This is an optimization exercise on Yosys and OpenROAD, whose aim is small area, a short achievable clock period and few clock cycles per item, not a production implementation.
Only simulation tests tie the RTL to the original design; equivalence was not proved.

==> flow/run.sh <==
#!/bin/bash
# synth_recipe.tcl (not shown) runs the flow's synth.tcl, then flattens the netlist and writes it again
# the make line also repeats each setting of config.mk as NAME=value (left out here)
make -C /OpenROAD-flow-scripts/flow DESIGN_CONFIG=/design/flow/config.mk WORK_HOME=/design/flow/orfs CLKGATE_MAP_FILE= SYNTH_SCRIPT=/design/flow/synth_recipe.tcl finish
==> flow/config.mk <==
export PLATFORM = sky130hd
export DESIGN_NAME = PipeIntMul
export DESIGN_NICKNAME = PipeIntMul
export VERILOG_FILES = /design/flow/design.v
export SDC_FILE = /design/flow/constraint.sdc
export NUM_CORES = 4
export LEC_CHECK = 0
export CAP_MARGIN = 20
export CORE_MARGIN = 2
export CORE_UTILIZATION = 40
export SLEW_MARGIN = 20
==> flow/constraint.sdc <==
create_clock -name core_clock -period 9.0 [get_ports {clk}]
set_input_delay 1.8000 -clock core_clock [delete_from_list [all_inputs] [get_ports {clk}]]
set_output_delay 1.8000 -clock core_clock [all_outputs]
set_load 0.01 [all_outputs]
==> flow/design.v <==
module PipeIntMul(
  input  [31:0] intA,
  input  [31:0] intB,
  output [63:0] longP,
  input         val_op,
  output        commit,
  output        oprand_rdy,
  input         clk,
  input         reset
);
  reg [31:0] a_r, b_r;
  reg [63:0] p_r;
  reg v1, v2;
  assign oprand_rdy = 1'b1;
  assign commit = v2;
  assign longP = p_r;
  always @(posedge clk) begin
    a_r <= intA;
    b_r <= intB;
    p_r <= a_r * b_r;
  end
  always @(posedge clk) begin
    if (reset) begin
      v1 <= 1'b0;
      v2 <= 1'b0;
    end else begin
      v1 <= val_op;
      v2 <= v1;
    end
  end
endmodule
==> results.json <==
{
  "status": "finished clean",
  "finClkSkew_ns": 0.0217,
  "pin_count": 133,
  "hp-start": "v1",
  "ys_seq_area_frac": 0.0725,
  "postSynthCellCount": 3797,
  "firstDrtPassIters": 5,
  "cap_violations": 0,
  "synth.avg_cell_area_sq_um": 9.45,
  "clock.fmax_mhz": 117,
  "post-route-period-util": 0.951,
  "clkLatencyLatePin_ns": 0.53,
  "grt_max_degree": 33,
  "timing.reg2reg.setup_slack_ns": 0.44,
  "root_buffer": "clkbuf_16",
  "cts_buffer_depth": 2,
  "rsz0062_at_grt": "false",
  "antenna_left": 0,
  "ys_warn_count": 1,
  "core_sq_um": 88600,
  "grt_pass1_vias": 27500,
  "finalNetCount": 5081,
  "worst_pin_slew_ns": 1.07,
  "yosysUniqueCellTypes": 72,
  "syn_area_sq_um": 35900,
  "crit_top_cell": "fa_1",
  "arrival_ns": 8.96,
  "chipHeight_um": 304,
  "synth.area.top_cells": "fa_1 50%, and2_1 10%, ha_1 9.2%",
  "hold_class": "register to register",
  "cp_slowest_cell": "dfxtp_1",
  "timing.hold.ws_ns": 0.449,
  "crit_path_end_kind": "register",
  "max_stage_delay_ns": 0.69,
  "finalNonFillerCells": 5033,
  "antenna_found_initial": 1,
  "rows": 109,
  "crit_buf_inv": 4,
  "cts_setup_buffers": 0,
  "slew_headroom": 0.282,
  "crit_type": "register to register",
  "start_kind": "register",
  "r2r-end": "p_r[60]",
  "cts_tree": "built",
  "path_clk_slew_ns": 0.08,
  "setup_viol": 0,
  "first_iter_violations": 1149,
  "hold_end": "v2",
  "crit_chain": "buf_4 -> and2_1 -> fa_1 -> fa_1 -> inv_1 -> fa_1 -> fa_1 -> inv_1 -> fa_1 -> fa_1 -> fa_1 -> fa_1 -> ha_1 -> a21oi_1 -> nor2_1 -> a211o_2 -> a2111o_1 -> a32oi_1 -> buf_4 -> a31oi_1 -> a221o_1 -> a221oi_1 -> o21ai_1 -> xor2_1",
  "layout_min_cycle_time_ns": 8.56,
  "drive_gt1_frac": 0.0450,
  "synth_top_cell_by_area": "fa_1",
  "vias_per_cell": 4.93,
  "whs_path_depth": 1,
  "synth_commonest_cells": "896 x fa_1, 861 x inv_1, 599 x and2_1",
  "dieArea_sq_um": 92100,
  "synth.most_common_cell": "fa_1",
  "r2r-start": "b_r[8]",
  "setup_ws_ns": 0.443,
  "cts_made_buffers": 17,
  "synth-seq-cells": 130,
  "synth_fp_nets": 5023,
  "ys.flop_type": "dfxtp_1",
  "required_ns": 9.40,
  "ff2ff_path_depth": 24,
  "holdBufCountCts": 0,
  "fin_setup_tns_ns": 0,
  "globalRouteOverflowTotal": 0,
  "cts_resized": 0,
  "maxSlewViolCount": 0,
  "die_x_um": 304,
  "diodes": 0,
  "clock_sinks": 130,
  "grt_pass1_wl_um": 154000,
  "dp.cells": 5001,
  "async_reset_ff_frac": 0,
  "port_buffers": 131,
  "utilization": 0.443,
  "gp_congestion": 0.895,
  "dp_slack_ns": 0.458,
  "htreeDepth": 4,
  "routed-via-count": 24800,
  "initial_core_util": 0.405,
  "synth_top_area_frac": 0.500,
  "synth-edff-count": 0,
  "post_drt_wl_per_cell_um": 18.9,
  "crit_family": "adder cells",
  "routed_wl_um": 95000,
  "hpwl_um": 79900,
  "hold_viol": 0,
  "route.detailed.drc": 0,
  "syn_to_final_growth_pct": 9.47,
  "grt_usage": 0.222,
  "crit_fanout": 18
}
==> kinds of logic (layout without fill, tap and decap cells) <==
family | Yosys count | in the layout | share of synthesized area
xor+xnor | 62 | 62 | 0.0151
simple gates | 1166 | 1166 | 0.168
compound gates | 202 | 202 | 0.0370
other cells | 1 | 1 | 0.000105
fa+ha+maj | 1159 | 1159 | 0.592
flops | 130 | 130 | 0.0725
buf+inv | 1076 | 1147 | 0.115
mux | 1 | 1 | 0.000279
==> through the flow <==
stage / instance area [sq um]
finish: 39300
global route: 39300
CTS: 39300
detailed placement: 38700
global placement: 38700
floorplan: 35900
==> sequential cells by signal, summed over array words and instances (netlist names) <==
register,cells
a_r,32
v1,1
b_r,32
v2,1
p_r,64
==> metal layers <==
layer / share of wire / wire length (um) / up-vias / track usage
li1: - / - / 11100 / -
met2: 0.51 / 48800 / 644 / 0.388
met5: 0 / 0 / - / 0
met1: 0.41 / 38600 / 12900 / 0.281
met3: 0.046 / 4330 / 147 / 0.0311
met4: 0.034 / 3210 / 0 / 0.0775
==> layout make-up <==
cell class | count | area [sq um]
fill | 8671 | 49400
clock inverter | 14 | 166
sequential | 130 | 2600
inverter | 861 | 3230
timing repair buffer | 254 | 2230
multi-input combinational | 2591 | 29100
tap | 1165 | 1460
clock buffer | 18 | 439
==> cell usage in the layout (no fill, tap or decap), types with 2 or more instances in the layout <==
cell,Yosys,final
and3_1,8,8
clkdlybuf4s50_1,0,131
a21o_2,2,2
xor2_1,27,27
dfxtp_1,130,130
clkbuf_16,0,17
nor3_1,7,7
a21oi_1,65,65
nor2b_1,5,5
inv_6,0,6
a211oi_1,4,4
inv_8,0,2
buf_4,5,123
fa_1,896,896
o21ai_1,4,4
o31ai_1,2,2
and2_1,599,599
a211o_1,2,2
nand2b_1,3,3
nand4_1,18,18
o21ai_0,36,36
xnor2_1,35,35
a21o_1,32,32
ha_1,263,263
a31oi_1,15,15
a221oi_1,2,2
o21bai_1,9,9
clkinvlp_4,0,3
inv_1,861,861
nand2_1,473,473
nand3_1,10,10
o21a_1,4,4
bufinv_16,0,2
nor2_1,31,31
==> worst max-delay path by stage <==
stage          slack, ns    start  depth (start not counted)      end
2_1_floorplan       1.46   b_r[9]                         26  p_r[60]
3_3_place_gp        0.57  b_r[10]                         24  p_r[60]
3_5_place_dp        0.46  b_r[10]                         24  p_r[60]
4_1_cts             0.43  b_r[10]                         24  p_r[60]
5_1_grt             0.07   a_r[8]                         28  p_r[57]
6_report            0.44   b_r[8]                         24  p_r[60]
Testbench counts, summed over its fixed seeds: cycles 808, items 800.

[re-timing with driven ports]
In the flow no input, the clock included, has a driving cell. The finished layout below was timed again as built, in two steps.
Step 1, drivers: a clkbuf_16 drives clk and a buf_2 each remaining input, both assumed.
Step 2 moves the port delays by t, midway between the first and last clock arrival at a register: inputs arrive t later, outputs are due t later. That takes back most of the time a late clock gives input paths.
Slacks: ideal / step 1 / step 2; pairs: ideal / step 1.
t, ns: 0.585
setup slack, ns: 0.443 / 0.443 / 0.443
worst setup path after step 2: register to register
worst register clock-pin slew, ns: 0.09 / 0.09
After both steps this run still meets setup and hold. For this run, drivers alone change the setup slack by 0.000 ns; drivers and shift together by 0.000 ns.
